This design comes from an exercise in tuning for small area on the open sky130 flow, not from production work.
Only simulation tests tie the RTL to the original design; equivalence was not proved.
Power and IR drop assume default switching activity.

<file path="flow/run.sh">
#!/bin/bash
# synth_recipe.tcl (not shown) runs the flow's synth.tcl, then flattens the netlist and writes it again
# the make line also repeats each setting of config.mk as NAME=value (left out here)
make -C /OpenROAD-flow-scripts/flow DESIGN_CONFIG=/design/flow/config.mk WORK_HOME=/design/flow/orfs CLKGATE_MAP_FILE= SYNTH_SCRIPT=/design/flow/synth_recipe.tcl finish
</file>
<file path="flow/config.mk">
export PLATFORM = sky130hd
export DESIGN_NAME = apb_adv_timer
export DESIGN_NICKNAME = apb_adv_timer
export VERILOG_FILES = /design/flow/design.v
export SDC_FILE = /design/flow/constraint.sdc
export NUM_CORES = 4
export LEC_CHECK = 0
export CAP_MARGIN = 0
export CORE_MARGIN = 2
export CORE_UTILIZATION = 40
export CTS_BUF_LIST = sky130_fd_sc_hd__clkbuf_4 sky130_fd_sc_hd__clkbuf_8
export SLEW_MARGIN = 0
</file>
<file path="flow/constraint.sdc">
create_clock -name core_clock -period 10.0 [get_ports {HCLK}]
set_input_delay 2.0000 -clock core_clock [delete_from_list [all_inputs] [get_ports {HCLK}]]
set_output_delay 2.0000 -clock core_clock [all_outputs]
set_load 0.01 [all_outputs]
</file>
<file path="flow/design.v">
`resetall
`timescale 1ns / 1ps
module adv_timer_apb_if #(
  parameter APB_ADDR_WIDTH = 12
) (
  input  logic                      HCLK,
  input  logic                      HRESETn,
  input  logic [APB_ADDR_WIDTH-1:0] PADDR,
  input  logic               [31:0] PWDATA,
  input  logic                      PWRITE,
  input  logic                      PSEL,
  input  logic                      PENABLE,
  output logic               [31:0] PRDATA,
  output logic                      PREADY,
  output logic                      PSLVERR,
  output logic               [3:0]  events_en_o,
  output logic              [15:0]  events_sel_o,    
  input  logic              [63:0]  counter_i,       
  output logic               [3:0]  start_o,
  output logic               [3:0]  stop_o,
  output logic               [3:0]  update_o,
  output logic               [3:0]  arm_o,
  output logic               [3:0]  rst_o,
  output logic               [3:0]  saw_o,
  output logic              [31:0]  in_sel_o,        
  output logic               [3:0]  in_clk_o,
  output logic              [11:0]  in_mode_o,       
  output logic              [31:0]  presc_o,         
  output logic             [127:0]  th_o,            
  output logic             [255:0]  ch_th_o,         
  output logic              [47:0]  ch_mode_o,       
  output logic               [3:0]  clk_en_o
);
  logic [7:0] s_apb_addr;
  logic       s_write;
  assign s_apb_addr = PADDR[9:2];
  assign s_write    = PSEL & PENABLE & PWRITE;
  logic       r_cmd_valid;
  logic [1:0] r_cmd_timer;
  logic [4:0] r_cmd;
  always_ff @(posedge HCLK or negedge HRESETn) begin : proc_cmd_valid
    if (~HRESETn)
      r_cmd_valid <= 1'b0;
    else
      r_cmd_valid <= s_write && (s_apb_addr[7:6] == 2'b00) && (s_apb_addr[3:0] == 4'd0);
  end
  always_ff @(posedge HCLK) begin : proc_cmd
    r_cmd_timer <= s_apb_addr[5:4];
    r_cmd       <= PWDATA[4:0];
  end
  logic [3:0] r_event_en;
  logic [15:0] r_event_sel;
  logic [3:0] r_clk_en;
  logic [127:0] r_th;
  logic [31:0]  r_presc;
  logic [31:0]  r_in_sel;
  logic [3:0]       r_in_clk;
  logic [11:0]  r_in_mode;
  logic [3:0]       r_saw;
  logic [255:0] r_ch_th;
  logic [47:0]  r_ch_mode;
  logic [287:0] r_ch_lut;      
  logic [15:0]  r_ch_lut_valid;  
  genvar t, c;
  generate
    for (t = 0; t < 4; t++) begin : g_tim
      logic s_sel;
      assign s_sel = s_write && (s_apb_addr[7:4] == {2'b00, t[1:0]});
      always_ff @(posedge HCLK or negedge HRESETn) begin : proc_regs
        if (~HRESETn) begin
          r_th[t*32 +: 32]      <= '0;
          r_presc[t*8 +: 8]   <= '0;
          r_in_sel[t*8 +: 8]  <= '0;
          r_in_clk[t]  <= 1'b0;
          r_in_mode[t*3 +: 3] <= '0;
          r_saw[t]     <= 1'b1;
        end else begin
          if (s_sel && s_apb_addr[3:0] == 4'd2)
            r_th[t*32 +: 32] <= PWDATA;
          if (s_sel && s_apb_addr[3:0] == 4'd1) begin
            r_in_sel[t*8 +: 8]  <= PWDATA[7:0];
            r_in_mode[t*3 +: 3] <= PWDATA[10:8];
            r_in_clk[t]  <= PWDATA[11];
            r_saw[t]     <= PWDATA[12];
            r_presc[t*8 +: 8]   <= PWDATA[23:16];
          end
        end
      end
      for (c = 0; c < 4; c++) begin : g_ch
        always_ff @(posedge HCLK or negedge HRESETn) begin : proc_ch
          if (~HRESETn) begin
            r_ch_th[(4*t+c)*16 +: 16]        <= '0;
            r_ch_mode[(4*t+c)*3 +: 3]      <= '0;
            r_ch_lut_valid[4*t+c] <= 1'b0;
          end else begin
            if (s_sel && s_apb_addr[3:0] == 4'd3 + c) begin
              r_ch_th[(4*t+c)*16 +: 16]   <= PWDATA[15:0];
              r_ch_mode[(4*t+c)*3 +: 3] <= PWDATA[18:16];
            end
            if (s_sel && s_apb_addr[3:0] == 4'd7 + c)
              r_ch_lut_valid[4*t+c] <= 1'b1;
          end
        end
        always_ff @(posedge HCLK) begin : proc_lut
          if (s_sel && s_apb_addr[3:0] == 4'd7 + c)
            r_ch_lut[(4*t+c)*18 +: 18] <= PWDATA[17:0];
        end
              end
      assign start_o[t]  = r_cmd_valid && (r_cmd_timer == t) && r_cmd[0];
      assign stop_o[t]   = r_cmd_valid && (r_cmd_timer == t) && r_cmd[1];
      assign update_o[t] = r_cmd_valid && (r_cmd_timer == t) && r_cmd[2];
      assign rst_o[t]    = r_cmd_valid && (r_cmd_timer == t) && r_cmd[3];
      assign arm_o[t]    = r_cmd_valid && (r_cmd_timer == t) && r_cmd[4];
    end
  endgenerate
  always_ff @(posedge HCLK or negedge HRESETn) begin : proc_glob
    if (~HRESETn) begin
      r_event_sel <= '0;
      r_event_en  <= '0;
      r_clk_en    <= '0;
    end else begin
      if (s_write && s_apb_addr == 8'h40) begin
        r_event_sel <= PWDATA[15:0];
        r_event_en  <= PWDATA[19:16];
      end
      if (s_write && s_apb_addr == 8'h41)
        r_clk_en <= PWDATA[3:0];
    end
  end
  assign th_o      = r_th;
  assign presc_o   = r_presc;
  assign in_sel_o  = r_in_sel;
  assign in_clk_o  = r_in_clk;
  assign in_mode_o = r_in_mode;
  assign saw_o     = r_saw;
  assign ch_th_o   = r_ch_th;
  assign ch_mode_o = r_ch_mode;
  assign events_en_o  = r_event_en;
  assign events_sel_o = r_event_sel;
  assign clk_en_o     = r_clk_en;
  always_comb begin : proc_rdata
    PRDATA = '0;
    for (int i = 0; i < 4; i++) begin
      if (s_apb_addr == {2'b00, i[1:0], 4'd1})
        PRDATA = PRDATA | {8'h0, r_presc[i*8 +: 8], 3'h0, r_saw[i], r_in_clk[i], r_in_mode[i*3 +: 3], r_in_sel[i*8 +: 8]};
      if (s_apb_addr == {2'b00, i[1:0], 4'd2})
        PRDATA = PRDATA | r_th[i*32 +: 32];
      for (int j = 0; j < 4; j++) begin
        if (s_apb_addr == {2'b00, i[1:0], 4'd3 + j[3:0]})
          PRDATA = PRDATA | {13'h0, r_ch_mode[(4*i+j)*3 +: 3], r_ch_th[(4*i+j)*16 +: 16]};
        if (s_apb_addr == {2'b00, i[1:0], 4'd7 + j[3:0]} && r_ch_lut_valid[4*i+j])
          PRDATA = PRDATA | {14'h0, r_ch_lut[(4*i+j)*18 +: 18]};
      end
      if (s_apb_addr == {2'b00, i[1:0], 4'd11})
        PRDATA = PRDATA | {16'h0, counter_i[i*16 +: 16]};
    end
    if (s_apb_addr == 8'h40)
      PRDATA = PRDATA | {12'h0, r_event_en, r_event_sel};
    if (s_apb_addr == 8'h41)
      PRDATA = PRDATA | {28'h0, r_clk_en};
  end
  assign PREADY  = 1'b1;
  assign PSLVERR = 1'b0;
endmodule  
`resetall
`resetall
`timescale 1ns / 1ps
module comparator #(
  parameter NUM_BITS = 16
) (
  input  logic                clk_i,
  input  logic                rstn_i,
  input  logic                clk_en_i,
  input  logic                ctrl_active_i,
  input  logic                ctrl_update_i,
  input  logic                ctrl_rst_i,
  input  logic [NUM_BITS-1:0] cfg_comp_i,
  input  logic          [2:0] cfg_comp_op_i,
  input  logic                timer_end_i,
  input  logic                timer_valid_i,
  input  logic                timer_sawtooth_i,
  input  logic [NUM_BITS-1:0] timer_count_i,
  output logic                result_o
);
  logic [NUM_BITS-1:0] r_comp;
  logic          [2:0] r_comp_op;
  logic                r_value;
  logic                r_is_2nd_event;
  logic                s_match;
  logic                s_step;
  logic                s_two_evt;    
  logic                s_first_val;  
  logic                s_second_val; 
  logic                s_value;
  logic                s_is_2nd;
  assign s_match = (r_comp == timer_count_i);
  assign s_step  = timer_valid_i & ctrl_active_i;
  assign result_o = r_value;
  always_ff @(posedge clk_i) begin : proc_r_comp
    if (clk_en_i && ctrl_update_i) begin
      r_comp    <= cfg_comp_i;
      r_comp_op <= cfg_comp_op_i;
    end
  end
  always_comb begin : proc_next
    s_two_evt    = 1'b0;
    s_first_val  = r_value;
    s_second_val = r_value;
    case (r_comp_op)
      3'b000:    s_first_val = 1'b1;
      3'b001: begin s_two_evt = 1'b1; s_first_val = ~r_value; s_second_val = 1'b0; end
      3'b010: begin s_two_evt = 1'b1; s_first_val = 1'b1;     s_second_val = 1'b0; end
      3'b011:    s_first_val = ~r_value;
      3'b100:    s_first_val = 1'b0;
      3'b101: begin s_two_evt = 1'b1; s_first_val = ~r_value; s_second_val = 1'b1; end
      3'b110: begin s_two_evt = 1'b1; s_first_val = 1'b0;     s_second_val = 1'b1; end
      default:    ;
    endcase
    s_value  = r_value;
    s_is_2nd = r_is_2nd_event;
    if (r_comp_op == 3'b111)
      s_is_2nd = 1'b0;
    else if (s_two_evt && !timer_sawtooth_i) begin
      if (s_match) begin
        s_value  = r_is_2nd_event ? s_second_val : s_first_val;
        s_is_2nd = ~r_is_2nd_event;
      end
    end else begin
      if (s_match)
        s_value = s_first_val;
      else if (s_two_evt && timer_end_i)
        s_value = s_second_val;
    end
  end
  always_ff @(posedge clk_i or negedge rstn_i) begin : proc_r_value
    if(~rstn_i) begin
      r_value <= 1'b0;
    end else if (clk_en_i) begin
      if (ctrl_rst_i)
        r_value <= 1'b0;
      else if (s_step)
        r_value <= s_value;
    end
  end
  always_ff @(posedge clk_i) begin : proc_r_is_2nd
    if (clk_en_i) begin
      if (ctrl_rst_i)
        r_is_2nd_event <= 1'b0;
      else if (s_step)
        r_is_2nd_event <= s_is_2nd;
    end
  end
endmodule  
`resetall
`resetall
`timescale 1ns / 1ps
module input_stage #(
  parameter EXTSIG_NUM = 32
) (
  input  logic                  clk_i,
  input  logic                  rstn_i,
  input  logic                clk_en_i,
  input  logic                  ctrl_active_i,
  input  logic                  ctrl_update_i,
  input  logic                  ctrl_arm_i,
  input  logic                  cnt_end_i,
  input  logic            [7:0] cfg_sel_i,
  input  logic                  cfg_sel_clk_i,
  input  logic            [2:0] cfg_mode_i,
  input  logic                  ls_clk_i,
  input  logic [EXTSIG_NUM-1:0] signal_i,
  output logic                  event_o
);
  logic s_rise;
  logic s_rise_ls_clk;
  logic s_fall;
  logic s_int_evnt;
  logic s_event;
  logic                r_active;
  logic                r_event;
  logic                r_oldval;
  logic                s_int_sig;
  logic          [5:0] r_sel;    
  logic          [2:0] r_mode;
  logic                r_armed;
  logic          [2:0] r_ls_clk_sync;
  assign s_rise = ~r_oldval &  s_int_sig;
  assign s_fall =  r_oldval & ~s_int_sig;
  assign s_rise_ls_clk = ~r_ls_clk_sync[2] & r_ls_clk_sync[1];
  always_ff @(posedge clk_i or negedge rstn_i) begin : proc_r_ls_clk_sync
    if(~rstn_i) begin
      r_ls_clk_sync <= 'h0;
    end else if (clk_en_i) begin
      r_ls_clk_sync <= {r_ls_clk_sync[1:0],ls_clk_i};
    end
  end
  always_ff @(posedge clk_i or negedge rstn_i) begin : proc_r_mode
    if(~rstn_i) begin
      r_mode    <= 0;
    end else if (clk_en_i) begin
      if (ctrl_update_i)
        r_mode    <= cfg_mode_i;
    end
  end
  always_ff @(posedge clk_i) begin : proc_r_sel
    if (clk_en_i && ctrl_update_i)
      r_sel <= {cfg_sel_i[5:4] | {2{|cfg_sel_i[7:6]}}, cfg_sel_i[3:0]};
  end
  always_comb begin : proc_event_o
    if(cfg_sel_clk_i)
      event_o = s_int_evnt & s_rise_ls_clk;
    else
      event_o = s_int_evnt;
  end
  always_comb begin : proc_s_int_evnt
    case (r_mode)
      3'b000:
        s_int_evnt = 1'b1;          
      3'b001:
        s_int_evnt = ~s_int_sig;
      3'b010:
        s_int_evnt = s_int_sig;
      3'b011:
        s_int_evnt = s_rise;
      3'b100:
        s_int_evnt = s_fall;
      3'b101:
        s_int_evnt = s_rise | s_fall;
      3'b110:
      begin
        if(r_armed)
          s_int_evnt = s_rise ? 1'b1 : r_event;
        else
          s_int_evnt = 1'b0;
      end
      3'b111:
      begin
        if(r_armed)
          s_int_evnt = s_fall ? 1'b1 : r_event;
        else
          s_int_evnt = 1'b0;
      end
    endcase  
  end
  logic [63:0] s_sig_pad;
  assign s_sig_pad = {{(64-EXTSIG_NUM){1'b0}}, signal_i};
  assign s_int_sig = s_sig_pad[r_sel];
  always_ff @(posedge clk_i or negedge rstn_i) begin : proc_r_event
    if(~rstn_i) begin
      r_event <= 1'b0;
      r_armed <= 1'b0;
    end else if (clk_en_i) begin
      if (r_armed)
        r_event <= s_int_evnt;
      else if(cnt_end_i)
        r_event <= 1'b0;
      if (ctrl_arm_i)
        r_armed <= 1'b1;
      else if(cnt_end_i)
        r_armed <= 1'b0;
    end
  end
  always_ff @(posedge clk_i or negedge rstn_i) begin : proc_r_sync
    if(~rstn_i) begin
      r_oldval <= 0;
    end else if (clk_en_i) begin
      if (ctrl_active_i)
      begin
        if (!cfg_sel_clk_i || (cfg_sel_clk_i && s_rise_ls_clk))
          r_oldval <= s_int_sig;
      end
    end
  end
endmodule  
`resetall
`resetall
`timescale 1ns / 1ps
module  prescaler (
  input  logic                clk_i,
  input  logic                rstn_i,
  input  logic                clk_en_i,
  input  logic                ctrl_active_i,
  input  logic                ctrl_update_i,
  input  logic                ctrl_rst_i,
  input  logic          [7:0] cfg_presc_i,
  input  logic                event_i,
  output logic                event_o
);
  logic   [7:0] r_presc;
  logic   [7:0] r_counter;
  always_ff @(posedge clk_i) begin : proc_r_presc
    if (clk_en_i && ctrl_update_i)
      r_presc <= cfg_presc_i;
  end
  always_ff @(posedge clk_i) begin : proc_r_counter
    if (clk_en_i) begin
      if (ctrl_rst_i)
        r_counter <= 0;
      else if (ctrl_active_i && event_i && (r_presc != 0))
      begin
        if (r_counter == r_presc)
          r_counter <= 0;
        else
          r_counter <= r_counter + 1;
      end
    end
  end
  always_ff @(posedge clk_i) begin : proc_event_o
    if (clk_en_i) begin
      if (ctrl_rst_i || !ctrl_active_i || !event_i)
        event_o <= 1'b0;
      else
        event_o <= (r_presc == 0) || (r_counter == r_presc);
    end
  end
endmodule  
`resetall
`resetall
`timescale 1ns / 1ps
module timer_cntrl (
  input  logic       clk_i,
  input  logic       rstn_i,
  input  logic                clk_en_i,
  input  logic       cfg_start_i,
  input  logic       cfg_stop_i,
  input  logic       cfg_rst_i,
  input  logic       cfg_update_i,
  input  logic       cfg_arm_i,
  output logic       ctrl_cnt_upd_o,
  output logic       ctrl_all_upd_o,
  output logic       ctrl_active_o,
  output logic       ctrl_rst_o,
  output logic       ctrl_arm_o,
  input  logic       cnt_update_i,
  output logic [7:0] status_o
);
  logic r_active;
  logic r_pending;
  assign ctrl_arm_o = cfg_arm_i;
  assign status_o = {6'h0,r_pending};
  assign ctrl_active_o = r_active;
  always_comb begin : proc_sm
    if (cfg_start_i && !r_active)
    begin
      ctrl_rst_o     = 1'b1;
      ctrl_cnt_upd_o = 1'b1;
      ctrl_all_upd_o = 1'b1;
    end
    else
    begin
      ctrl_rst_o     = cfg_rst_i;
      ctrl_cnt_upd_o = cfg_update_i;
      ctrl_all_upd_o = cnt_update_i;      
    end
  end
  always_ff @(posedge clk_i or negedge rstn_i) begin : proc_r_active
    if(~rstn_i) begin
      r_active <= 0;
      r_pending <= 0;
    end else if (clk_en_i) begin
      if (cfg_start_i)
        r_active <= 1;
      else if (cfg_stop_i)
        r_active <= 0;
      if (cnt_update_i && !cfg_update_i)
      begin
        r_pending <= 0;
      end
      else if(cfg_update_i)
      begin
        r_pending <= 1;
      end
    end
  end
endmodule
`resetall
`resetall
`timescale 1ns / 1ps
module up_down_counter #(
  parameter NUM_BITS = 16
) (
  input  logic                clk_i,
  input  logic                rstn_i,
  input  logic                clk_en_i,
  input  logic                cfg_sawtooth_i,
  input  logic [NUM_BITS-1:0] cfg_start_i,
  input  logic [NUM_BITS-1:0] cfg_end_i,
  input  logic                ctrl_update_i,
  input  logic                ctrl_rst_i,
  input  logic                ctrl_active_i,
  input  logic                counter_event_i,
  output logic                counter_end_o,
  output logic                counter_saw_o,
  output logic                counter_evt_o,
  output logic [NUM_BITS-1:0] counter_o
);
  logic [NUM_BITS-1:0] r_counter;
  logic [NUM_BITS-1:0] r_start;
  logic [NUM_BITS-1:0] r_end;
  logic [NUM_BITS-1:0] s_counter;
  logic                r_direction;  
  logic                r_sawtooth;  
  logic                r_event;
  logic                s_direction;  
  logic                s_is_update; 
  logic                s_do_update; 
  logic                s_pending_update; 
  logic                r_pending_update; 
  assign counter_o     = r_counter;
  assign counter_saw_o = r_sawtooth;
  assign counter_evt_o = ctrl_active_i & r_event;
  assign counter_end_o = ctrl_active_i & r_event & s_is_update;
  logic [NUM_BITS-1:0] s_cnt_inc;
  logic [NUM_BITS-1:0] s_cnt_dec;
  logic                s_cnt_carry;
  assign {s_cnt_carry, s_cnt_inc} = {1'b0, r_counter} + 1;
  assign s_cnt_dec = r_counter - 1;
  assign s_is_update = r_sawtooth ? (r_counter == r_end) : (r_direction && !s_cnt_carry && (s_cnt_inc == r_start));
  always_ff @(posedge clk_i or negedge rstn_i) begin : proc_r_event
    if(~rstn_i) begin
      r_event <= 0;
      r_pending_update <= 0;
    end else if (clk_en_i) begin
      r_pending_update <= s_pending_update;
      if (ctrl_active_i)
        r_event <= counter_event_i;
    end
  end
  always_comb begin : proc_s_do_update
    s_pending_update = r_pending_update;
    s_do_update      = 0;
    if (ctrl_update_i || r_pending_update)
    begin
      if(ctrl_update_i && !ctrl_active_i)
      begin
        s_pending_update = 0;
        s_do_update      = 1;
      end
      else if(s_is_update)
      begin
        s_pending_update = 0;
        s_do_update      = counter_event_i;
      end
      else
      begin
        s_pending_update = 1;
        s_do_update      = 0;
      end
    end
    else if(ctrl_rst_i)
    begin
        s_pending_update = 0;
        s_do_update      = 1;
    end
  end
  always_comb begin : proc_s_counter
    s_counter   = r_counter;
    s_direction = r_direction;
    if(s_do_update)
    begin
      s_counter   = cfg_start_i;
      s_direction = 1'b0;
    end
    else if (!r_direction && (r_counter == r_end))
    begin
      if (r_sawtooth)
      begin
        s_counter   = r_start;
        s_direction = 1'b0;
      end
      else
      begin
        s_counter    = s_cnt_dec;
        s_direction  = 1'b1;
      end
    end
    else if (r_direction && (r_counter == r_start))
    begin
      s_counter    = s_cnt_inc;
      s_direction  = 1'b0;
    end
    else
    begin
      if (r_direction)
        s_counter  = s_cnt_dec;
      else
        s_counter  = s_cnt_inc;
    end
  end
  always_ff @(posedge clk_i or negedge rstn_i) begin : proc_r_counter
    if(~rstn_i) begin
      r_counter   <= 0;
    end else if (clk_en_i) begin
      if (s_do_update || (counter_event_i && ctrl_active_i))
        r_counter   <= s_counter;
    end
  end
  always_ff @(posedge clk_i) begin : proc_r_bounds
    if (clk_en_i) begin
      if (s_do_update || (counter_event_i && ctrl_active_i))
        r_direction <= s_direction;
      if (s_do_update)
      begin
        r_start     <= cfg_start_i;
        r_end       <= cfg_end_i;
        r_sawtooth  <= cfg_sawtooth_i;
      end
    end
  end
endmodule
`resetall
`resetall
`timescale 1ns / 1ps
module timer_module #(
  parameter NUM_BITS = 16,
  parameter N_EXTSIG = 32
) (
  input  logic        clk_i,
  input  logic            rstn_i,
  input  logic            clk_en_i,
  input  logic                cfg_start_i,
  input  logic                cfg_stop_i,
  input  logic                cfg_rst_i,
  input  logic                cfg_update_i,
  input  logic                cfg_arm_i,
  input  logic          [7:0] cfg_sel_i,
  input  logic                cfg_sel_clk_i,
  input  logic          [2:0] cfg_mode_i,
  input  logic          [7:0] cfg_presc_i,
  input  logic                cfg_sawtooth_i,
  input  logic [NUM_BITS-1:0] cfg_cnt_start_i,
  input  logic [NUM_BITS-1:0] cfg_cnt_end_i,
  input  logic [NUM_BITS-1:0] cfg_comp_ch0_i,
  input  logic          [2:0] cfg_comp_op_ch0_i,
  input  logic [NUM_BITS-1:0] cfg_comp_ch1_i,
  input  logic          [2:0] cfg_comp_op_ch1_i,
  input  logic [NUM_BITS-1:0] cfg_comp_ch2_i,
  input  logic          [2:0] cfg_comp_op_ch2_i,
  input  logic [NUM_BITS-1:0] cfg_comp_ch3_i,
  input  logic          [2:0] cfg_comp_op_ch3_i,
  input  logic                ls_clk_i,
  input  logic [N_EXTSIG-1:0] signal_i,
  output logic [NUM_BITS-1:0] counter_o,
  output logic          [3:0] pwm_o,
  output logic          [7:0] status_o
);
  logic s_ctrl_update_cnt;
  logic s_ctrl_update_all;
  logic s_ctrl_active;
  logic s_ctrl_rst;
  logic s_ctrl_arm;
  logic s_cnt_update;  
  logic s_in_evt;
  logic s_presc_evt;
  logic s_cnt_end;
  logic s_cnt_saw;
  logic s_cnt_evt;
  logic [NUM_BITS-1:0] s_cnt;
  assign counter_o = s_cnt;
  timer_cntrl u_controller
  (
    .clk_i          ( clk_i      ),
    .rstn_i         ( rstn_i     ),
    .clk_en_i         ( clk_en_i          ),
    .cfg_start_i    ( cfg_start_i       ),
    .cfg_stop_i     ( cfg_stop_i        ),
    .cfg_rst_i      ( cfg_rst_i         ),
    .cfg_update_i   ( cfg_update_i      ),
    .cfg_arm_i      ( cfg_arm_i         ),
    .ctrl_cnt_upd_o ( s_ctrl_update_cnt ),
    .ctrl_all_upd_o ( s_ctrl_update_all ),
    .ctrl_active_o  ( s_ctrl_active     ),
    .ctrl_rst_o     ( s_ctrl_rst        ),
    .ctrl_arm_o     ( s_ctrl_arm        ),
    .cnt_update_i   ( s_cnt_evt         ),
    .status_o       ( status_o          )
  );
  input_stage #(
    .EXTSIG_NUM(N_EXTSIG)
  ) u_in_stage (
    .clk_i         ( clk_i             ),
    .rstn_i        ( rstn_i            ),
    .clk_en_i         ( clk_en_i          ),
    .ctrl_update_i ( s_ctrl_update_all ),
    .ctrl_active_i ( s_ctrl_active     ),
    .ctrl_arm_i    ( s_ctrl_arm        ),
    .cnt_end_i     ( s_cnt_end         ),
    .cfg_sel_i     ( cfg_sel_i         ),
    .cfg_sel_clk_i ( cfg_sel_clk_i     ),
    .cfg_mode_i    ( cfg_mode_i        ),
    .ls_clk_i      ( ls_clk_i          ),
    .signal_i      ( signal_i          ),
    .event_o       ( s_in_evt          )
  );
  prescaler u_prescaler
  (
    .clk_i         ( clk_i             ),
    .rstn_i        ( rstn_i            ),
    .clk_en_i         ( clk_en_i          ),
    .ctrl_update_i ( s_ctrl_update_all ),
    .ctrl_active_i ( s_ctrl_active     ),
    .ctrl_rst_i    ( s_ctrl_rst        ),
    .cfg_presc_i   ( cfg_presc_i       ),
    .event_i       ( s_in_evt          ),
    .event_o       ( s_presc_evt       )
  );
  up_down_counter u_counter
  (
    .clk_i           ( clk_i             ),
    .rstn_i          ( rstn_i            ),
    .clk_en_i         ( clk_en_i          ),
    .ctrl_update_i   ( s_ctrl_update_cnt ),
    .ctrl_rst_i      ( s_ctrl_rst        ),
    .ctrl_active_i   ( s_ctrl_active     ),
    .cfg_sawtooth_i  ( cfg_sawtooth_i    ),
    .cfg_start_i     ( cfg_cnt_start_i   ),
    .cfg_end_i       ( cfg_cnt_end_i     ),
    .counter_event_i ( s_presc_evt       ),
    .counter_end_o   ( s_cnt_end         ),
    .counter_saw_o   ( s_cnt_saw         ),
    .counter_evt_o   ( s_cnt_evt         ),
    .counter_o       ( s_cnt             )
  );
  comparator u_comp_ch0
  (
    .clk_i            ( clk_i             ),
    .rstn_i           ( rstn_i            ),
    .clk_en_i         ( clk_en_i          ),
    .ctrl_update_i    ( s_ctrl_update_all ),
    .ctrl_active_i    ( s_ctrl_active     ),
    .ctrl_rst_i       ( s_ctrl_rst        ),
    .timer_end_i      ( s_cnt_end         ),
    .timer_valid_i    ( s_cnt_evt         ),
    .timer_sawtooth_i ( s_cnt_saw         ),
    .timer_count_i    ( s_cnt             ),
    .cfg_comp_op_i    ( cfg_comp_op_ch0_i ),
    .cfg_comp_i       ( cfg_comp_ch0_i    ),
    .result_o         ( pwm_o[0]          )
  );
  comparator u_comp_ch1
  (
    .clk_i             ( clk_i          ),
    .rstn_i            ( rstn_i         ),
    .clk_en_i         ( clk_en_i          ),
    .ctrl_update_i     ( s_ctrl_update_all ),
    .ctrl_active_i     ( s_ctrl_active     ),
    .ctrl_rst_i        ( s_ctrl_rst        ),
    .timer_end_i       ( s_cnt_end      ),
    .timer_valid_i     ( s_cnt_evt      ),
    .timer_sawtooth_i  ( s_cnt_saw      ),
    .timer_count_i     ( s_cnt          ),
    .cfg_comp_op_i     ( cfg_comp_op_ch1_i ),
    .cfg_comp_i        ( cfg_comp_ch1_i    ),
    .result_o          ( pwm_o[1]   )
  );
  comparator u_comp_ch2
  (
    .clk_i             ( clk_i          ),
    .rstn_i            ( rstn_i         ),
    .clk_en_i         ( clk_en_i          ),
    .ctrl_update_i     ( s_ctrl_update_all ),
    .ctrl_active_i     ( s_ctrl_active     ),
    .ctrl_rst_i        ( s_ctrl_rst        ),
    .timer_end_i       ( s_cnt_end      ),
    .timer_valid_i     ( s_cnt_evt      ),
    .timer_sawtooth_i  ( s_cnt_saw      ),
    .timer_count_i     ( s_cnt          ),
    .cfg_comp_op_i     ( cfg_comp_op_ch2_i ),
    .cfg_comp_i        ( cfg_comp_ch2_i    ),
    .result_o          ( pwm_o[2]   )
  );
  comparator u_comp_ch3
  (
    .clk_i             ( clk_i          ),
    .rstn_i            ( rstn_i         ),
    .clk_en_i         ( clk_en_i          ),
    .ctrl_update_i     ( s_ctrl_update_all ),
    .ctrl_active_i     ( s_ctrl_active     ),
    .ctrl_rst_i        ( s_ctrl_rst        ),
    .timer_end_i       ( s_cnt_end      ),
    .timer_valid_i     ( s_cnt_evt      ),
    .timer_sawtooth_i  ( s_cnt_saw      ),
    .timer_count_i     ( s_cnt          ),
    .cfg_comp_op_i     ( cfg_comp_op_ch3_i ),
    .cfg_comp_i        ( cfg_comp_ch3_i    ),
    .result_o          ( pwm_o[3]   )
  );
endmodule  
`resetall
`resetall
`timescale 1ns / 1ps
module apb_adv_timer #(
  parameter APB_ADDR_WIDTH = 12,   
  parameter EXTSIG_NUM     = 32,
  parameter TIMER_NBITS    = 16
) (
  input  logic                      HCLK,
  input  logic                      HRESETn,
  input  logic [APB_ADDR_WIDTH-1:0] PADDR,
  input  logic               [31:0] PWDATA,
  input  logic                      PWRITE,
  input  logic                      PSEL,
  input  logic                      PENABLE,
  output logic               [31:0] PRDATA,
  output logic                      PREADY,
  output logic                      PSLVERR,
  input  logic                      dft_cg_enable_i,
  input  logic                      low_speed_clk_i,
  input  logic     [EXTSIG_NUM-1:0] ext_sig_i,
  output logic                [3:0] events_o,
  output logic                [3:0] ch_0_o,
  output logic                [3:0] ch_1_o,
  output logic                [3:0] ch_2_o,
  output logic                [3:0] ch_3_o
);
  localparam N_TIMEREXTSIG = EXTSIG_NUM+16;
  logic   [3:0] s_event_en;
  logic  [15:0] s_event_sel;
  logic   [3:0] s_start;
  logic   [3:0] s_stop;
  logic   [3:0] s_update;
  logic   [3:0] s_arm;
  logic   [3:0] s_rst;
  logic   [3:0] s_saw;
  logic  [31:0] s_in_sel;
  logic   [3:0] s_in_clk;
  logic  [11:0] s_in_mode;
  logic  [31:0] s_presc;
  logic [127:0] s_th;
  logic [255:0] s_ch_th;
  logic  [47:0] s_ch_mode;
  logic   [3:0] s_clk_en;
  logic  [63:0] s_counter;
  logic  [15:0] s_pwm;
  logic [N_TIMEREXTSIG-1:0] s_timer_signal;
  assign ch_0_o = s_pwm[3:0];
  assign ch_1_o = s_pwm[7:4];
  assign ch_2_o = s_pwm[11:8];
  assign ch_3_o = s_pwm[15:12];
  assign s_timer_signal = {s_pwm, ext_sig_i};
  adv_timer_apb_if #(
    .APB_ADDR_WIDTH ( APB_ADDR_WIDTH )
  ) u_apb_if (
    .HCLK           ( HCLK         ),
    .HRESETn        ( HRESETn      ),
    .PADDR          ( PADDR        ),
    .PWDATA         ( PWDATA       ),
    .PWRITE         ( PWRITE       ),
    .PSEL           ( PSEL         ),
    .PENABLE        ( PENABLE      ),
    .PRDATA         ( PRDATA       ),
    .PREADY         ( PREADY       ),
    .PSLVERR        ( PSLVERR      ),
    .events_en_o    ( s_event_en   ),
    .events_sel_o   ( s_event_sel  ),
    .counter_i      ( s_counter    ),
    .start_o        ( s_start      ),
    .stop_o         ( s_stop       ),
    .update_o       ( s_update     ),
    .arm_o          ( s_arm        ),
    .rst_o          ( s_rst        ),
    .saw_o          ( s_saw        ),
    .in_sel_o       ( s_in_sel     ),
    .in_clk_o       ( s_in_clk     ),
    .in_mode_o      ( s_in_mode    ),
    .presc_o        ( s_presc      ),
    .th_o           ( s_th         ),
    .ch_th_o        ( s_ch_th      ),
    .ch_mode_o      ( s_ch_mode    ),
    .clk_en_o       ( s_clk_en     )
  );
  genvar t;
  generate
    for (t = 0; t < 4; t++) begin : g_tim
      timer_module #(
        .NUM_BITS ( TIMER_NBITS   ),
        .N_EXTSIG ( N_TIMEREXTSIG )
      ) u_tim (
        .clk_i             ( HCLK                             ),
        .clk_en_i          ( s_clk_en[t] | dft_cg_enable_i    ),
        .rstn_i            ( HRESETn                          ),
        .cfg_start_i       ( s_start[t]                       ),
        .cfg_stop_i        ( s_stop[t]                        ),
        .cfg_rst_i         ( s_rst[t]                         ),
        .cfg_update_i      ( s_update[t]                      ),
        .cfg_arm_i         ( s_arm[t]                         ),
        .cfg_sel_i         ( s_in_sel[t*8 +: 8]               ),
        .cfg_sel_clk_i     ( s_in_clk[t]                      ),
        .cfg_mode_i        ( s_in_mode[t*3 +: 3]              ),
        .cfg_presc_i       ( s_presc[t*8 +: 8]                ),
        .cfg_sawtooth_i    ( s_saw[t]                         ),
        .cfg_cnt_start_i   ( s_th[t*32 +: 16]                 ),
        .cfg_cnt_end_i     ( s_th[t*32+16 +: 16]              ),
        .cfg_comp_ch0_i    ( s_ch_th[(4*t+0)*16 +: 16]        ),
        .cfg_comp_op_ch0_i ( s_ch_mode[(4*t+0)*3 +: 3]        ),
        .cfg_comp_ch1_i    ( s_ch_th[(4*t+1)*16 +: 16]        ),
        .cfg_comp_op_ch1_i ( s_ch_mode[(4*t+1)*3 +: 3]        ),
        .cfg_comp_ch2_i    ( s_ch_th[(4*t+2)*16 +: 16]        ),
        .cfg_comp_op_ch2_i ( s_ch_mode[(4*t+2)*3 +: 3]        ),
        .cfg_comp_ch3_i    ( s_ch_th[(4*t+3)*16 +: 16]        ),
        .cfg_comp_op_ch3_i ( s_ch_mode[(4*t+3)*3 +: 3]        ),
        .ls_clk_i          ( low_speed_clk_i                  ),
        .signal_i          ( s_timer_signal                   ),
        .counter_o         ( s_counter[t*16 +: 16]            ),
        .pwm_o             ( s_pwm[t*4 +: 4]                  ),
        .status_o          (                                  )
      );
    end
  endgenerate
  logic [7:0] r_event_sync;    
  genvar e;
  generate
    for (e = 0; e < 4; e++) begin : g_evt
      assign events_o[e] = s_event_en[e] & r_event_sync[2*e+1] & ~r_event_sync[2*e];
      always_ff @(posedge HCLK or negedge HRESETn) begin : proc_edgedet
        if (~HRESETn)
          r_event_sync[2*e +: 2] <= 2'b00;
        else if (s_event_en[e])
          r_event_sync[2*e +: 2] <= {s_pwm[s_event_sel[e*4 +: 4]], r_event_sync[2*e+1]};
      end
    end
  endgenerate
endmodule  
`resetall
</file>
==> metrics.md, run 1 <==
| Metric | Value |
|---|---|
| Result of the run | `no timing/DRC/antenna violations` |
| Fraction of layout instances using a drive strength above 1 | `24.2%` |
| Number of global-route vias before repair | `50872` |
| Startpoint class of the critical path | `input pin` |
| End of the worst register-to-register path | `g_tim[2].u_tim.u_prescaler.r_counter[4]` |
| Remaining design rule violation count | `0` |
| Cell Chain, Critical Path | `clkdlybuf4s50_1, nor2_1, nand2_1, nor2_4, buf_12, a22oi_1, nand2_1, a221oi_1, nand3_1, nor4_1, buf_4, nand4_1, clkdlybuf4s50_1` |
| Net total in the final layout | `6027` |
| Worst Clk Skew | `70.4 ps` |
| Via count | `53976` |
| Top FF cell, synth | `sky130_fd_sc_hd__edfxtp_1` |
| Launch instance of the worst min-delay path | `u_apb_if.r_ch_th[6]` |
| Share of the clock period used by the worst path | `90.8%` |
| Clock tree from TritonCTS | `yes` |
| Violation count after the first detailed-route iteration | `8447` |
| Final period demand of the worst path | `9080 ps` |
| Routability-driven placement congestion ratio | `0.956` |
| Pin slew with the least headroom to its limit | `1310 ps` |
| Total congestion overflow after global routing | `0` |
| Combined area of all synthesized cells | `73100 um2` |
| DRT Wirelength | `284 mm` |
| Count of H-tree levels built during CTS | `5` |
| Crit path capture type | `output pin` |
| Clock Tree Buf Depth | `4` |
| I/O pins | `137` |
| Number of setup violations in the final report | `0` |
| Number of vias per cell after detailed routing | `6.35` |
| Quantity of hold-fixing buffers added after cts | `0` |
| Number of flip-flops and latches in the synthesized netlist | `1536` |
| Layout Area Growth over Synthesis | `13.8%` |
| Die Outline Area | `186000 um2` |
| Floorplan row count | `156` |
| Cell leakage power | `33.4 nW` |
| Worst min-delay path class | `reg2reg` |
| Synthesized Nets | `5816` |
| Core footprint | `181000 um2` |
| Fill cell instance count of the final layout | `16379` |
| Max Fclk | `110 MHz` |
| Endpoint, Worst Hold | `g_tim[0].u_tim.u_comp_ch0.r_comp[6]` |
| Final hold violations | `0` |
| Number of clock sinks | `1536` |
| Worst-case vdd ir drop | `155 uV` |
| Clk pin slew, worst setup/hold paths | `60 ps` |
| Number of max-cap violations | `0` |
| Max Transition Viols Final | `0` |
| Number of enable flip-flop cells after synthesis | `836` |
| R2R Path Start | `g_tim[2].u_tim.u_in_stage.r_sel[0]` |
| Number of setup buffers added after CTS | `0` |
| Number of cells traversed by the worst register-to-register path | `12` |
| Clk Latency, worst-skew pair | `1040 ps` |
| Global-route wire length before repair | `395 mm` |
| Number of antenna-violating nets in the routed design | `0` |
| Slowest cell on the critical path | `sky130_fd_sc_hd__nor4_1` |
| TNS Setup | `0 ps` |
| Setup slack after layout | `917 ps` |
| Register area share after synthesis | `58.3%` |
| Ratio of total power to cell area | `183 nW/um2` |
| Number of instances in the synthesized netlist | `5713` |
| Number of iterations in the first detailed-routing pass | `9` |
| Register-to-Register Setup Slack | `5150 ps` |
| Die height | `431 um` |
| Hold Path Depth | `0` |
| Per-cell routed wire length | `33.4 um` |
| Detailed placement HPWL | `194 mm` |
| Syn Area/Cell | `12.8 um2` |
| CTS root buf | `sky130_fd_sc_hd__clkbuf_8` |
| CTS buffer count | `276` |
| Peak per-stage delay on the critical path | `810 ps` |
| Synthesis warning total | `7` |
| Gates resized, CTS repair | `0` |
| Data arrival, critical path | `7080 ps` |
| Maximum number of pins on one net before global-route repair | `166` |
| Required arrival time at the worst endpoint | `8000 ps` |
| Max_slew headroom | `12.5%` |
| Class of the most critical setup path | `in2out` |
| IO Port Bufs | `130` |
| Worst setup slack after placement | `1310 ps` |
| Unrepaired setup endpoints after global routing | `no` |
| Synth async-reset ratio | `45.1%` |
| Initial Utilization | `40.3%` |
| Total routing resource utilization after global routing | `30.0%` |
| Yosys cell types | `91` |
| Antenna violations before repair | `31` |
| Launch point of the critical path | `PADDR[7]` |
| Die Wd | `431 um` |
| Maximum fanout encountered on the critical timing path | `20` |
| Total Power | `15.2 mW` |
-- cell usage after synthesis, drive strengths merged, types with 46 or more instances --
| cell | count | area share (%) |
|---|---|---|
| edfxtp | 836 | 34 |
| dfrtp | 689 | 24 |
| mux2 | 579 | 8.9 |
| xor2 | 390 | 4.7 |
| nand2 | 383 | 2.0 |
| clkbuf | 272 | 1.4 |
| nor2 | 271 | 1.4 |
| a22oi | 204 | 2.1 |
| o21ai | 193 | 1.3 |
| xnor2 | 158 | 1.9 |
| buf | 134 | 0.91 |
| nand4 | 119 | 1.0 |
| nor4 | 116 | 1.0 |
| a22o | 109 | 1.3 |
| nand3 | 108 | 0.74 |
| a221oi | 106 | 1.3 |
| a21oi | 104 | 0.73 |
| mux4 | 80 | 2.5 |
| mux2i | 75 | 1.0 |
| inv | 63 | 0.32 |
| or3 | 55 | 0.47 |
| nor3 | 53 | 0.36 |
| a31oi | 46 | 0.39 |
-- flip-flops by register name, summed over array words and instances, names as in the netlist, 16 cells and up --
signal                             count
g_tim.u_tim.u_comp_ch0.r_comp         64
g_tim.u_tim.u_comp_ch1.r_comp         64
g_tim.u_tim.u_counter.r_counter       64
g_tim.u_tim.u_comp_ch3.r_comp         64
g_tim.u_tim.u_in_stage.r_sel          24
g_tim.u_tim.u_prescaler.r_counter     32
u_apb_if.r_ch_th                     256
g_tim.u_tim.u_counter.r_start         64
g_tim.u_tim.u_prescaler.r_presc       32
g_tim.u_tim.u_comp_ch2.r_comp         64
u_apb_if.r_th                        128
u_apb_if.r_ch_lut                    288
u_apb_if.r_ch_mode                    48
u_apb_if.r_event_sel                  16
u_apb_if.r_presc                      32
u_apb_if.r_ch_lut_valid               16
u_apb_if.r_in_sel                     32
g_tim.u_tim.u_counter.r_end           64
-- per-stage QoR --
stage          cells  instance area, um2  hold WS (ps)  util, %
2_1_floorplan   5713               73100           430        -
3_3_place_gp    8016               77400           444     42.8
3_5_place_dp    8016               77400           446     42.8
4_1_cts         8495               83200           449     45.9
5_1_grt         8498               83200           468     45.9
6_report        8502               83200           444     45.9
-- cells in the final DEF (no fill, tap or decap), types with 23 or more instances in the layout --
cell,netlist,layout
sky130_fd_sc_hd__a221oi_1,106,106
sky130_fd_sc_hd__nand2_1,383,378
sky130_fd_sc_hd__a222oi_1,27,27
sky130_fd_sc_hd__nor2_2,0,34
sky130_fd_sc_hd__mux2i_1,75,75
sky130_fd_sc_hd__mux2_2,579,579
sky130_fd_sc_hd__xnor2_1,158,158
sky130_fd_sc_hd__o211ai_1,31,31
sky130_fd_sc_hd__a22oi_1,204,204
sky130_fd_sc_hd__clkbuf_8,0,323
sky130_fd_sc_hd__inv_1,63,61
sky130_fd_sc_hd__nor2_1,271,218
sky130_fd_sc_hd__nor4_1,114,114
sky130_fd_sc_hd__xor2_1,390,390
sky130_fd_sc_hd__clkinv_2,0,26
sky130_fd_sc_hd__clkdlybuf4s50_1,0,111
sky130_fd_sc_hd__a31oi_1,46,45
sky130_fd_sc_hd__nand2b_1,37,37
sky130_fd_sc_hd__or2_2,23,23
sky130_fd_sc_hd__nand3_1,108,108
sky130_fd_sc_hd__or3_1,55,55
sky130_fd_sc_hd__buf_4,25,208
sky130_fd_sc_hd__and2_1,29,27
sky130_fd_sc_hd__a21oi_1,101,101
sky130_fd_sc_hd__o21ai_0,167,167
sky130_fd_sc_hd__nor3_1,53,52
sky130_fd_sc_hd__clkbuf_4,0,100
sky130_fd_sc_hd__nor2b_1,45,45
sky130_fd_sc_hd__dfrtp_1,689,689
sky130_fd_sc_hd__nand4_1,116,116
sky130_fd_sc_hd__o22ai_1,43,43
sky130_fd_sc_hd__edfxtp_1,836,836
sky130_fd_sc_hd__a22o_1,109,109
sky130_fd_sc_hd__mux4_2,80,80
sky130_fd_sc_hd__and3_1,39,38
-- metal layers --
metal | share of wire [%] | global-route usage, % | wire length [um]
met3 | 12 | 8.59 | 35100
met5 | 0.061 | 0 | 174
met1 | 40 | 41.7 | 113000
met2 | 41 | 41.9 | 118000
met4 | 6.4 | 16.7 | 18200
-- area by class of cell --
class                   count  area, um2  area share, %
repair buffers            339       2830           3.40
multi-input cells        3707      28800           34.6
clock inverters            56        515          0.620
flip-flops and latches   1536      42600           51.2
inverters                  64        245          0.295
diodes                      7       17.5         0.0211
well taps                2370       2970           3.57
clock buffers             423       5200           6.25
-- worst max-delay path, delay by kind of cell --
kind            cells  cell delay (ps)
buf+inv             4             1700
compound gates      2              780
simple gates        7             2570
-- report_power, final --
group	switching, mW	internal (mW)	leakage, nW
registers	0.165	6.79	17.5
clock network	2.70	3.54	3.04
logic	1.37	0.678	12.9
total	4.24	11.0	33.4
-- cells by family after synthesis --
group                      after synthesis  synth area share, %
muxes                                  734                 12.4
adders and majority gates               36                0.562
DFF                                   1536                 58.3
xor gates and xnor gates               548                 6.57
buffers and inverters                  470                 2.64
and+or+nand+nor                       1366                 9.45
other                                    2               0.0103
AOI/OAI and AO/OA                     1021                 10.1
-- worst max path at each step --
stage,cells past startpoint,to,slack (ps)
2_1_floorplan,5,g_tim[2].u_tim.u_comp_ch1.r_value,2330
3_3_place_gp,13,PRDATA[7],1340
3_5_place_dp,13,PRDATA[7],1310
4_1_cts,13,PRDATA[7],1280
5_1_grt,13,PRDATA[7],1000
6_report,13,PRDATA[7],920
==> inputs of run 2 (changes only) <==
==> flow/flow/run.sh (new file) <==
#!/bin/bash
# Own layout flow: the standard layout, except that the technology mapping
# of the combinational logic (the abc step of ORFS synthesis) uses a deeper
# area-oriented ABC script (flow/abc_deep.script). Registers, their names and
# cell types come out as in the standard synthesis, since abc only maps the
# logic between them. Everything after synthesis is the standard flow.
set -euo pipefail
W=$(pwd)
export MY_ABC_SCRIPT=$W/flow/abc_deep.script
sed "s#SYNTH_SCRIPT=[^ ]*#SYNTH_SCRIPT=$W/flow/my_synth.tcl#" standard.sh > my_standard.sh
bash my_standard.sh finish > $W/flow_make.log 2>&1 || { tail -50 $W/flow_make.log; exit 1; }
tail -5 $W/flow_make.log
==> flow/flow/abc_deep.script (new file) <==
strash
&get -n
&st
&deepsyn -T 60
&put
dch -f
amap
==> flow/flow/my_synth.tcl (new file) <==
# The standard synthesis (synth_recipe.tcl), with ORFS's abc call given a
# different ABC script. abc maps only the logic between the flip-flops.
proc abc {args} {
  set i [lsearch -exact $args -script]
  if { $i >= 0 } {
    lset args [expr { $i + 1 }] $::env(MY_ABC_SCRIPT)
  }
  puts "abc (own script): $args"
  yosys abc {*}$args
}
source [file dirname [file dirname [file normalize [info script]]]]/synth_recipe.tcl
==> flow/standard.sh (new file) <==
#!/bin/bash
# synth_recipe.tcl (not shown) runs the flow's synth.tcl, then flattens the netlist and writes it again
# the make line also repeats each setting of config.mk as NAME=value (left out here)
make -C /OpenROAD-flow-scripts/flow DESIGN_CONFIG=/design/flow/config.mk WORK_HOME=/design/flow/orfs CLKGATE_MAP_FILE= SYNTH_SCRIPT=/design/flow/synth_recipe.tcl "${@:-finish}"
--- a/flow/config.mk
+++ b/flow/config.mk
@@ -7,6 +7,5 @@
 export LEC_CHECK = 0
-export CAP_MARGIN = 0
+export CAP_MARGIN = 20
 export CORE_MARGIN = 2
 export CORE_UTILIZATION = 40
-export CTS_BUF_LIST = sky130_fd_sc_hd__clkbuf_4 sky130_fd_sc_hd__clkbuf_8
-export SLEW_MARGIN = 0
+export SLEW_MARGIN = 20
removed: flow/run.sh
==> run 2 against run 1 <==
Against the previous run:
- via count up 13%
- first-iteration DRC count grew 29%
- setup slack got worse by 370 ps
- sequential power up 4.6%
- cell count up 9.2%
==> metrics.md, run 2 <==
| Metric | Value |
|---|---|
| Total Power | `16.2 mW` |
| Clk pin slew, worst setup/hold paths | `60 ps` |
| Regs by FF count | `u_apb_if.r_ch_lut: 288 flops, u_apb_if.r_ch_th: 256 flops, u_apb_if.r_th: 128 flops` |
| IO Port Bufs | `130` |
| Clock Tree Buf Depth | `3` |
| Register area share after synthesis | `62.2%` |
| Class of the most critical setup path | `in2out` |
| Via count | `61217` |
| Routability-driven placement congestion ratio | `1.08` |
| Synth area leader | `sky130_fd_sc_hd__edfxtp_1` |
| Maximum number of pins on one net before global-route repair | `137` |
| Buffers plus inverters on the worst setup path | `4` |
| Number of iterations in the first detailed-routing pass | `7` |
| Result of the run | `no timing/DRC/antenna violations` |
| Die Wd | `418 um` |
| Per-cell routed wire length | `36.3 um` |
| Number of instances in the synthesized netlist | `6433` |
| Antenna violations before repair | `37` |
| Fill cell instance count of the final layout | `15746` |
| Number of antenna-violating nets in the routed design | `0` |
| Worst-case vdd ir drop | `124 uV` |
| Maximum fanout encountered on the critical timing path | `17` |
| Max Fclk | `106 MHz` |
| Count of H-tree levels built during CTS | `4` |
| I/O pins | `137` |
| Startpoint class of the critical path | `input pin` |
| CTS root buf | `sky130_fd_sc_hd__clkbuf_16` |
| Core footprint | `170000 um2` |
| Synthesis warning total | `7` |
| Number of vias per cell after detailed routing | `6.60` |
| WHS | `437 ps` |
| Most frequent cells after synthesis | `1045 x sky130_fd_sc_hd__clkinv_1, 836 x sky130_fd_sc_hd__edfxtp_1, 828 x sky130_fd_sc_hd__nor2_1, 827 x sky130_fd_sc_hd__o22ai_1, 689 x sky130_fd_sc_hd__dfrtp_1` |
| Number of flip-flops and latches in the synthesized netlist | `1536` |
| Max reg flops | `288` |
| Leading cell types in the layout, fill and taps excluded | `1049 x sky130_fd_sc_hd__clkinv_1, 836 x sky130_fd_sc_hd__edfxtp_1, 827 x sky130_fd_sc_hd__o22ai_1` |
| Max Transition Viols Final | `0` |
| Clock tree from TritonCTS | `yes` |
| Data arrival, critical path | `7450 ps` |
| Number of enable flip-flop cells after synthesis | `836` |
| Most instantiated library cell after synthesis | `sky130_fd_sc_hd__clkinv_1` |
| Remaining design rule violation count | `0` |
| Ratio of total power to cell area | `203 nW/um2` |
| Combined area of all synthesized cells | `68500 um2` |
| Register name with the most flops | `u_apb_if.r_ch_lut` |
| Crit path capture type | `output pin` |
| Peak per-stage delay on the critical path | `1090 ps` |
| Syn Area/Cell | `10.6 um2` |
| Gates resized, CTS repair | `0` |
| Synthesized Nets | `6536` |
| Final hold violations | `0` |
| Unrepaired setup endpoints after global routing | `no` |
| Dominant cells by area after synthesis | `sky130_fd_sc_hd__edfxtp_1 37%, sky130_fd_sc_hd__dfrtp_1 25%, sky130_fd_sc_hd__o22ai_1 7.6%, sky130_fd_sc_hd__clkinv_1 5.7%, sky130_fd_sc_hd__nor2_1 4.5%` |
| Net total in the final layout | `7013` |
| Initial Utilization | `40.4%` |
| DRT Wirelength | `337 mm` |
| Number of global-route vias before repair | `55323` |
| Total congestion overflow after global routing | `0` |
| Number of clock sinks | `1536` |
| Fraction of layout instances using a drive strength above 1 | `7.49%` |
| Cell leakage power | `26.7 nW` |
| Cell Chain, Critical Path | `clkdlybuf4s50_1, or3_1, or2_0, buf_4, nor3_2, buf_4, nand2_1, o21ai_0, a221oi_1, o2111ai_1, nor4b_1, nand3_1, clkdlybuf4s50_1` |
| Number of setup buffers added after CTS | `0` |
| Floorplan row count | `151` |
| Synth async-reset ratio | `45.1%` |
| Clk Latency, worst-skew pair | `850 ps` |
| Worst setup slack after placement | `980 ps` |
| Setup slack after layout | `546 ps` |
| Total routing resource utilization after global routing | `38.0%` |
| Final period demand of the worst path | `9450 ps` |
| Violation count after the first detailed-route iteration | `10931` |
| Quantity of hold-fixing buffers added after cts | `0` |
| Number of setup violations in the final report | `0` |
| Die height | `418 um` |
| Cell Area, Placed | `74300 um2` |
| Most common cell after layout, fill and taps aside | `sky130_fd_sc_hd__clkinv_1` |
| Yosys cell types | `63` |
| CTS buffer count | `163` |
| Layout Area Growth over Synthesis | `16.4%` |
| Top FF cell, synth | `sky130_fd_sc_hd__edfxtp_1` |
| Worst min-delay path class | `reg2reg` |
| Share of the clock period used by the worst path | `94.5%` |
| Detailed placement HPWL | `243 mm` |
| Worst Clk Skew | `36.3 ps` |
| TNS Setup | `0 ps` |
| Final instance area | `79800 um2` |
| Required arrival time at the worst endpoint | `8000 ps` |
| Global-route wire length before repair | `457 mm` |
| Die Outline Area | `175000 um2` |
| Pin slew with the least headroom to its limit | `1260 ps` |
| Number of max-cap violations | `0` |
| Sequential cell area in the final layout | `42600 um2` |
| Area occupied by multi-input gates | `22200 um2` |
| Slowest cell on the critical path | `sky130_fd_sc_hd__nor4b_1` |
| Top cell type's share of synthesized area | `36.6%` |
| Max_slew headroom | `15.8%` |
| Kind of cell with the highest combined delay on the critical path | `simple AND/OR/NAND/NOR gates` |
## run 2: cell families (layout without fill, tap and decap cells)
kind of cell               after synthesis  count (layout)  share of synthesized area (%)
DFF                                   1536            1536                           62.2
and+or+nand+nor                       1669            1669                           10.7
buffers and inverters                 1063            1683                           5.92
adders and majority gates               20              20                          0.365
AOI/OAI and AO/OA                     2138            2138                           20.7
xor gates and xnor gates                 5               5                         0.0639
other                                    2              12                         0.0110
## run 2: where the power goes
part / leakage, nW / switching, mW / internal, mW
Combinational: 10.4 / 1.91 / 0.750
Sequential: 13.7 / 0.361 / 6.91
Clock: 2.60 / 2.77 / 3.46
Total: 26.7 / 5.04 / 11.1
## run 2: layer usage
metal	share of wire, %	up-vias	track usage [%]	wire [um]
li1	-	25312	-	-
met1	38	30291	50.6	127000
met2	41	4621	53.6	138000
met3	13	971	10.6	43600
met4	8.5	22	26.2	28500
met5	0.040	-	0	136
## run 2: metrics by stage
stage / std cells / utilization (%)
floorplan: 6433 / -
global placement: 8961 / 43.8
detailed placement: 8962 / 43.8
CTS: 9270 / 47.0
global route: 9273 / 47.0
finish: 9281 / 47.0
## run 2: worst reg2reg max path: stages (launching register included)
cell and delay, ps:
sky130_fd_sc_hd__dfrtp_1 670, sky130_fd_sc_hd__clkinv_1 660, sky130_fd_sc_hd__nor3_1 570, sky130_fd_sc_hd__nand2_1 190, sky130_fd_sc_hd__nor4_1 620, sky130_fd_sc_hd__clkinv_1 200, sky130_fd_sc_hd__nor3_1 510, sky130_fd_sc_hd__nand2_1 180
sky130_fd_sc_hd__or4_1 590, sky130_fd_sc_hd__o21ai_0 230, sky130_fd_sc_hd__nor4_1 80, sky130_fd_sc_hd__a31oi_1 230, sky130_fd_sc_hd__buf_4 250, sky130_fd_sc_hd__nor2_1 60, sky130_fd_sc_hd__o22ai_1 850, sky130_fd_sc_hd__clkinv_1 240
sky130_fd_sc_hd__nor2_1 450, sky130_fd_sc_hd__nand2_1 440, sky130_fd_sc_hd__a221oi_1 450, sky130_fd_sc_hd__a221oi_1 90, sky130_fd_sc_hd__o221ai_1 100
## run 2: worst paths after layout
path	slack, ps	to	from	cells past startpoint
setup / recovery	550	PRDATA[11]	PADDR[7]	13
hold / removal	440	g_tim[1].u_tim.u_comp_ch1.r_comp[2]	u_apb_if.r_ch_th[82]	0
setup reg to reg	2240	g_tim[0].u_tim.u_counter.r_counter[9]	g_tim[0].u_tim.u_counter.r_counter[3]	20
hold reg to reg	440	g_tim[1].u_tim.u_comp_ch1.r_comp[2]	u_apb_if.r_ch_th[82]	0
max in group asynchronous	6590	g_tim[3].u_tim.u_counter.r_counter[14]	HRESETn	3
min in group asynchronous	1200	u_apb_if.r_th[40]	HRESETn	1
## run 2: layout make-up
class,instances,share of cell area [%]
Multi-Input combinational cell,3834,27.8
Antenna cell,10,0.0314
Clock buffer,212,5.52
Clock inverter,96,1.25
Timing Repair Buffer,330,3.59
Inverter,1045,4.92
Sequential cell,1536,53.4
Tap cell,2218,3.48
==> inputs of run 3 (changes only) <==
--- a/flow/design.v
+++ b/flow/design.v
@@ -18,2 +18,3 @@
   input  logic              [63:0]  counter_i,       
+  input  logic               [3:0]  counter_valid_i, 
   output logic               [3:0]  start_o,
@@ -153,3 +154,3 @@
       end
-      if (s_apb_addr == {2'b00, i[1:0], 4'd11})
+      if (s_apb_addr == {2'b00, i[1:0], 4'd11} && counter_valid_i[i])
         PRDATA = PRDATA | {16'h0, counter_i[i*16 +: 16]};
@@ -494,3 +495,4 @@
   output logic                counter_evt_o,
-  output logic [NUM_BITS-1:0] counter_o
+  output logic [NUM_BITS-1:0] counter_o,
+  output logic                counter_valid_o
 );
@@ -514,6 +516,19 @@
   logic [NUM_BITS-1:0] s_cnt_dec;
-  logic                s_cnt_carry;
-  assign {s_cnt_carry, s_cnt_inc} = {1'b0, r_counter} + 1;
-  assign s_cnt_dec = r_counter - 1;
-  assign s_is_update = r_sawtooth ? (r_counter == r_end) : (r_direction && !s_cnt_carry && (s_cnt_inc == r_start));
+  logic                s_eq_end;
+  logic                s_eq_start;
+  logic                s_cnt_write;
+  logic                r_cnt_valid;
+  logic                r_upd_hit;
+  logic                s_upd_hit;
+  assign s_cnt_inc  = r_counter + 1;
+  assign s_cnt_dec  = r_counter - 1;
+  assign s_eq_end   = (r_counter == r_end);
+  assign s_eq_start = (r_counter == r_start);
+  assign counter_valid_o = r_cnt_valid;
+  assign s_is_update = r_sawtooth ? s_eq_end : r_upd_hit;
+  always_comb begin : proc_s_upd_hit
+    s_upd_hit = 1'b0;
+    if (!s_do_update && !r_direction && s_eq_end)
+      s_upd_hit = !r_sawtooth && s_eq_start && (r_start != '0);
+  end
   always_ff @(posedge clk_i or negedge rstn_i) begin : proc_r_event
@@ -555,2 +570,3 @@
   end
+  assign s_cnt_write = s_do_update || (counter_event_i && ctrl_active_i);
   always_comb begin : proc_s_counter
@@ -563,3 +579,3 @@
     end
-    else if (!r_direction && (r_counter == r_end))
+    else if (!r_direction && s_eq_end)
     begin
@@ -576,3 +592,3 @@
     end
-    else if (r_direction && (r_counter == r_start))
+    else if (r_direction && s_eq_start)
     begin
@@ -589,14 +605,16 @@
   end
-  always_ff @(posedge clk_i or negedge rstn_i) begin : proc_r_counter
-    if(~rstn_i) begin
-      r_counter   <= 0;
-    end else if (clk_en_i) begin
-      if (s_do_update || (counter_event_i && ctrl_active_i))
-        r_counter   <= s_counter;
-    end
+  always_ff @(posedge clk_i or negedge rstn_i) begin : proc_r_cnt_valid
+    if(~rstn_i)
+      r_cnt_valid <= 1'b0;
+    else if (clk_en_i && s_do_update)
+      r_cnt_valid <= 1'b1;
   end
-  always_ff @(posedge clk_i) begin : proc_r_bounds
+  always_ff @(posedge clk_i) begin : proc_r_counter
     if (clk_en_i) begin
-      if (s_do_update || (counter_event_i && ctrl_active_i))
+      if (s_cnt_write)
+      begin
+        r_counter   <= s_counter;
         r_direction <= s_direction;
+        r_upd_hit   <= s_upd_hit;
+      end
       if (s_do_update)
@@ -643,2 +661,3 @@
   output logic [NUM_BITS-1:0] counter_o,
+  output logic                counter_valid_o,
   output logic          [3:0] pwm_o,
@@ -721,3 +740,4 @@
     .counter_evt_o   ( s_cnt_evt         ),
-    .counter_o       ( s_cnt             )
+    .counter_o       ( s_cnt             ),
+    .counter_valid_o ( counter_valid_o   )
   );
@@ -833,2 +853,3 @@
   logic  [63:0] s_counter;
+  logic   [3:0] s_counter_valid;
   logic  [15:0] s_pwm;
@@ -856,2 +877,3 @@
     .counter_i      ( s_counter    ),
+    .counter_valid_i( s_counter_valid ),
     .start_o        ( s_start      ),
@@ -904,2 +926,3 @@
         .counter_o         ( s_counter[t*16 +: 16]            ),
+        .counter_valid_o   ( s_counter_valid[t]               ),
         .pwm_o             ( s_pwm[t*4 +: 4]                  ),
==> flow/flow/run.sh (replaced) <==
#!/bin/bash
# Own layout flow: the standard layout (standard.sh, same make targets and
# settings) with three changes:
#  - synthesis maps the combinational logic with a deeper, area-oriented ABC
#    script (flow/abc_deep.script); flip-flops, their names and cell types are
#    those of the standard synthesis, since abc only maps the logic between them;
#  - the port buffers are sky130_fd_sc_hd__buf_2 cells;
#  - clock tree synthesis uses clkbuf_8 buffers, 14-sink clusters and no
#    dummy loads.
# make's full output goes to flow_make.log; ORFS keeps each step's log under
# orfs/logs/.
set -euo pipefail
W=$(pwd)
export MY_ABC_SCRIPT=$W/flow/abc_deep.script
sed "s#SYNTH_SCRIPT=[^ ]*#SYNTH_SCRIPT=$W/flow/my_synth.tcl#" standard.sh > my_standard.sh
bash my_standard.sh \
  "BUFFER_PORTS_ARGS=-buffer_cell sky130_fd_sc_hd__buf_2" \
  "CTS_ARGS=-sink_clustering_enable -repair_clock_nets -dont_use_dummy_load -buf_list sky130_fd_sc_hd__clkbuf_8 -sink_clustering_size 14 -sink_clustering_max_diameter 60" \
  finish > $W/flow_make.log 2>&1 || { tail -50 $W/flow_make.log; exit 1; }
tail -5 $W/flow_make.log
==> run 3 against run 2 <==
Against the previous run:
- sequential share of layout area up 4.4 points
- wire length down 0.60%
- die area down 1.8%
- synthesized area fell by 1.8%
- highest routed layer unchanged
- critical path depth decreased by 3
- core utilization shrank 2.4 points
- count of clock-buffer cells in the layout is 63 lower
- cell count is 10% lower
- combinational power is 73% lower
- clock skew rose by 73 ps
- sequential power fell by 2%
- maximum frequency is 9.8% higher
==> metrics.md, run 3 <==
| Metric | Value |
|---|---|
| Result of the run | `no timing/DRC/antenna violations` |
| Max Fclk | `116 MHz` |
| Most common cell after layout, fill and taps aside | `sky130_fd_sc_hd__edfxtp_1` |
| Detailed placement HPWL | `238 mm` |
| Layout Area Growth over Synthesis | `10.9%` |
| Number of flip-flops and latches in the synthesized netlist | `1544` |
| Max Transition Viols Final | `0` |
| Number of vias per cell after detailed routing | `6.94` |
| Clk pin slew, worst setup/hold paths | `100 ps` |
| Fraction of layout instances using a drive strength above 1 | `9.22%` |
| Violation count after the first detailed-route iteration | `10451` |
| Number of setup violations in the final report | `0` |
| Regs by FF count | `u_apb_if.r_ch_lut: 288 flops, u_apb_if.r_ch_th: 256 flops, u_apb_if.r_th: 128 flops` |
| Combined area of all synthesized cells | `67200 um2` |
| Required arrival time at the worst endpoint | `8000 ps` |
| Number of global-route vias before repair | `52226` |
| Clk Latency, worst-skew pair | `960 ps` |
| Ratio of total power to cell area | `152 nW/um2` |
| Combinational Power Share | `6.4%` |
| Register area share after synthesis | `64.1%` |
| Crit path capture type | `output pin` |
| Yosys cell types | `62` |
| Most instantiated library cell after synthesis | `sky130_fd_sc_hd__edfxtp_1` |
| Total congestion overflow after global routing | `0` |
| Die height | `414 um` |
| Via count | `57680` |
| Max reg flops | `288` |
| Worst min-delay path class | `reg2reg` |
| Maximum fanout encountered on the critical timing path | `14` |
| Syn Area/Cell | `11.9 um2` |
| Number of clock sinks | `1544` |
| Share of power burned in registers | `62.7%` |
| Leading cell types in the layout, fill and taps excluded | `904 x sky130_fd_sc_hd__edfxtp_1, 644 x sky130_fd_sc_hd__nor2_1, 629 x sky130_fd_sc_hd__dfrtp_1` |
| Core footprint | `167000 um2` |
| Share of total power in the clock network | `30.9%` |
| Net total in the final layout | `6199` |
| Count of H-tree levels built during CTS | `4` |
| TNS Setup | `0 ps` |
| Unrepaired setup endpoints after global routing | `no` |
| Clock Tree Buf Depth | `3` |
| Number of max-cap violations | `0` |
| CTS root buf | `sky130_fd_sc_hd__clkbuf_8` |
| Synthesized Nets | `5746` |
| Clock tree from TritonCTS | `yes` |
| Data arrival, critical path | `6610 ps` |
| Max_slew headroom | `7.42%` |
| Number of antenna-violating nets in the routed design | `0` |
| Quantity of hold-fixing buffers added after cts | `0` |
| Total routing resource utilization after global routing | `38.6%` |
| I/O pins | `137` |
| DRT Wirelength | `335 mm` |
| Register name with the most flops | `u_apb_if.r_ch_lut` |
| Number of enable flip-flop cells after synthesis | `904` |
| Top cell type's share of synthesized area | `40.4%` |
| Final hold violations | `0` |
| Cell leakage power | `26.2 nW` |
| Global-route wire length before repair | `448 mm` |
| Class of the most critical setup path | `in2out` |
| Share of the clock period used by the worst path | `86.1%` |
| Number of instances in the synthesized netlist | `5643` |
| Most frequent cells after synthesis | `904 x sky130_fd_sc_hd__edfxtp_1, 682 x sky130_fd_sc_hd__nor2_1, 629 x sky130_fd_sc_hd__dfrtp_1, 579 x sky130_fd_sc_hd__clkinv_1, 468 x sky130_fd_sc_hd__o22a_1` |
| Routability-driven placement congestion ratio | `1.06` |
| CTS buffer count | `149` |
| Top FF cell, synth | `sky130_fd_sc_hd__edfxtp_1` |
| Remaining design rule violation count | `0` |
| Final period demand of the worst path | `8610 ps` |
| Synth async-reset ratio | `41.0%` |
| Startpoint class of the critical path | `input pin` |
| Worst-case vdd ir drop | `136 uV` |
| Synth area leader | `sky130_fd_sc_hd__edfxtp_1` |
| Die Wd | `414 um` |
[run 3: cell count changes in the layout (fill, tap and decap cells not counted), sizes merged, moves of 60 or more]
cell / change
buf: +117
dfrtp: -60
o221ai: -63
o22a: +449
o22ai: -631
a222oi: +89
clkbuf: -63
o21ai: -88
clkinv: -513
edfxtp: +68
nor2: -146
clkdlybuf4s50: -127
[run 3: per-layer routing]
metal  track usage [%]  share of wire [%]  vias to the layer above
met5                 0              0.075                        -
met3              13.4                 14                      945
met4              25.9                8.2                       38
met2              54.2                 41                     4610
met1              50.1                 37                    28979
li1                  -                  -                    23108
[run 3: through the flow]
step                      power, mW  instance area, um2  setup slack [ps]  util [%]  std cells
after floorplan                7.45               67200              2520         -       5643
after global placement         7.91               72400              1760      43.3       8148
after detailed placement       7.93               72400              1720      43.4       8148
after CTS                      11.3               74500              1700      44.6       8297
after global routing           11.6               74500              1530      44.6       8301
final                          11.3               74600              1390      44.6       8314
[run 3: layout make-up]
| cell class | count | area, um2 |
|---|---|---|
| diodes | 16 | 40.0 |
| repair buffers | 320 | 2150 |
| flip-flops and latches | 1544 | 43100 |
| well taps | 2204 | 2760 |
| multi-input cells | 3502 | 22300 |
| inverters | 579 | 2180 |
| fillers | 15645 | 92500 |
| clock buffers | 149 | 2050 |
[run 3: worst paths after layout]
path                                                         from                                      to  slack [ps]  depth (start not counted)
max in group asynchronous                                 HRESETn              u_apb_if.r_ch_lut_valid[5]        7370                          2
min in group asynchronous                                 HRESETn                   u_apb_if.r_in_sel[21]        1080                          1
setup reg to reg           g_tim[3].u_tim.u_counter.r_counter[11]  g_tim[3].u_tim.u_counter.r_counter[12]        4000                         16
setup / recovery                                         PADDR[3]                               PRDATA[9]        1390                         10
hold reg to reg                              u_apb_if.r_ch_th[98]     g_tim[1].u_tim.u_comp_ch2.r_comp[2]         420                          0
hold / removal                               u_apb_if.r_ch_th[98]     g_tim[1].u_tim.u_comp_ch2.r_comp[2]         420                          0
[run 3: cells by family after synthesis]
group | synth area share [%]
simple gates | 9.64
flops | 64.1
xor+xnor | 0.0261
other cells | 0.0112
buf+inv | 3.43
fa+ha+maj | 0.372
compound gates | 22.4
[run 3: worst max-delay path: stages]
cell	delay [ps]
sky130_fd_sc_hd__buf_2	340
sky130_fd_sc_hd__clkinv_1	530
sky130_fd_sc_hd__nand4_1	910
sky130_fd_sc_hd__nor3_2	90
sky130_fd_sc_hd__buf_4	250
sky130_fd_sc_hd__a221oi_1	760
sky130_fd_sc_hd__o211ai_1	170
sky130_fd_sc_hd__nor4b_1	790
sky130_fd_sc_hd__nand4_1	460
sky130_fd_sc_hd__buf_2	290
[run 3: power by group through the flow]
stage | Clock [mW] | Combinational [mW] | Sequential (mW)
after floorplan | 0 | 0.327 | 7.13
after global routing | 3.72 | 0.756 | 7.11
after CTS | 3.51 | 0.702 | 7.09
final | 3.50 | 0.721 | 7.11
after global placement | 0 | 0.683 | 7.22
after detailed placement | 0 | 0.700 | 7.23

Check on run 3: ideal ports give 1.388 ns setup slack; a clkbuf_16 on the clock port and buf_2 on the inputs give 1.219 ns; moving port delays by the midpoint clock arrival (0.986 ns) as well gives 1.219 ns.
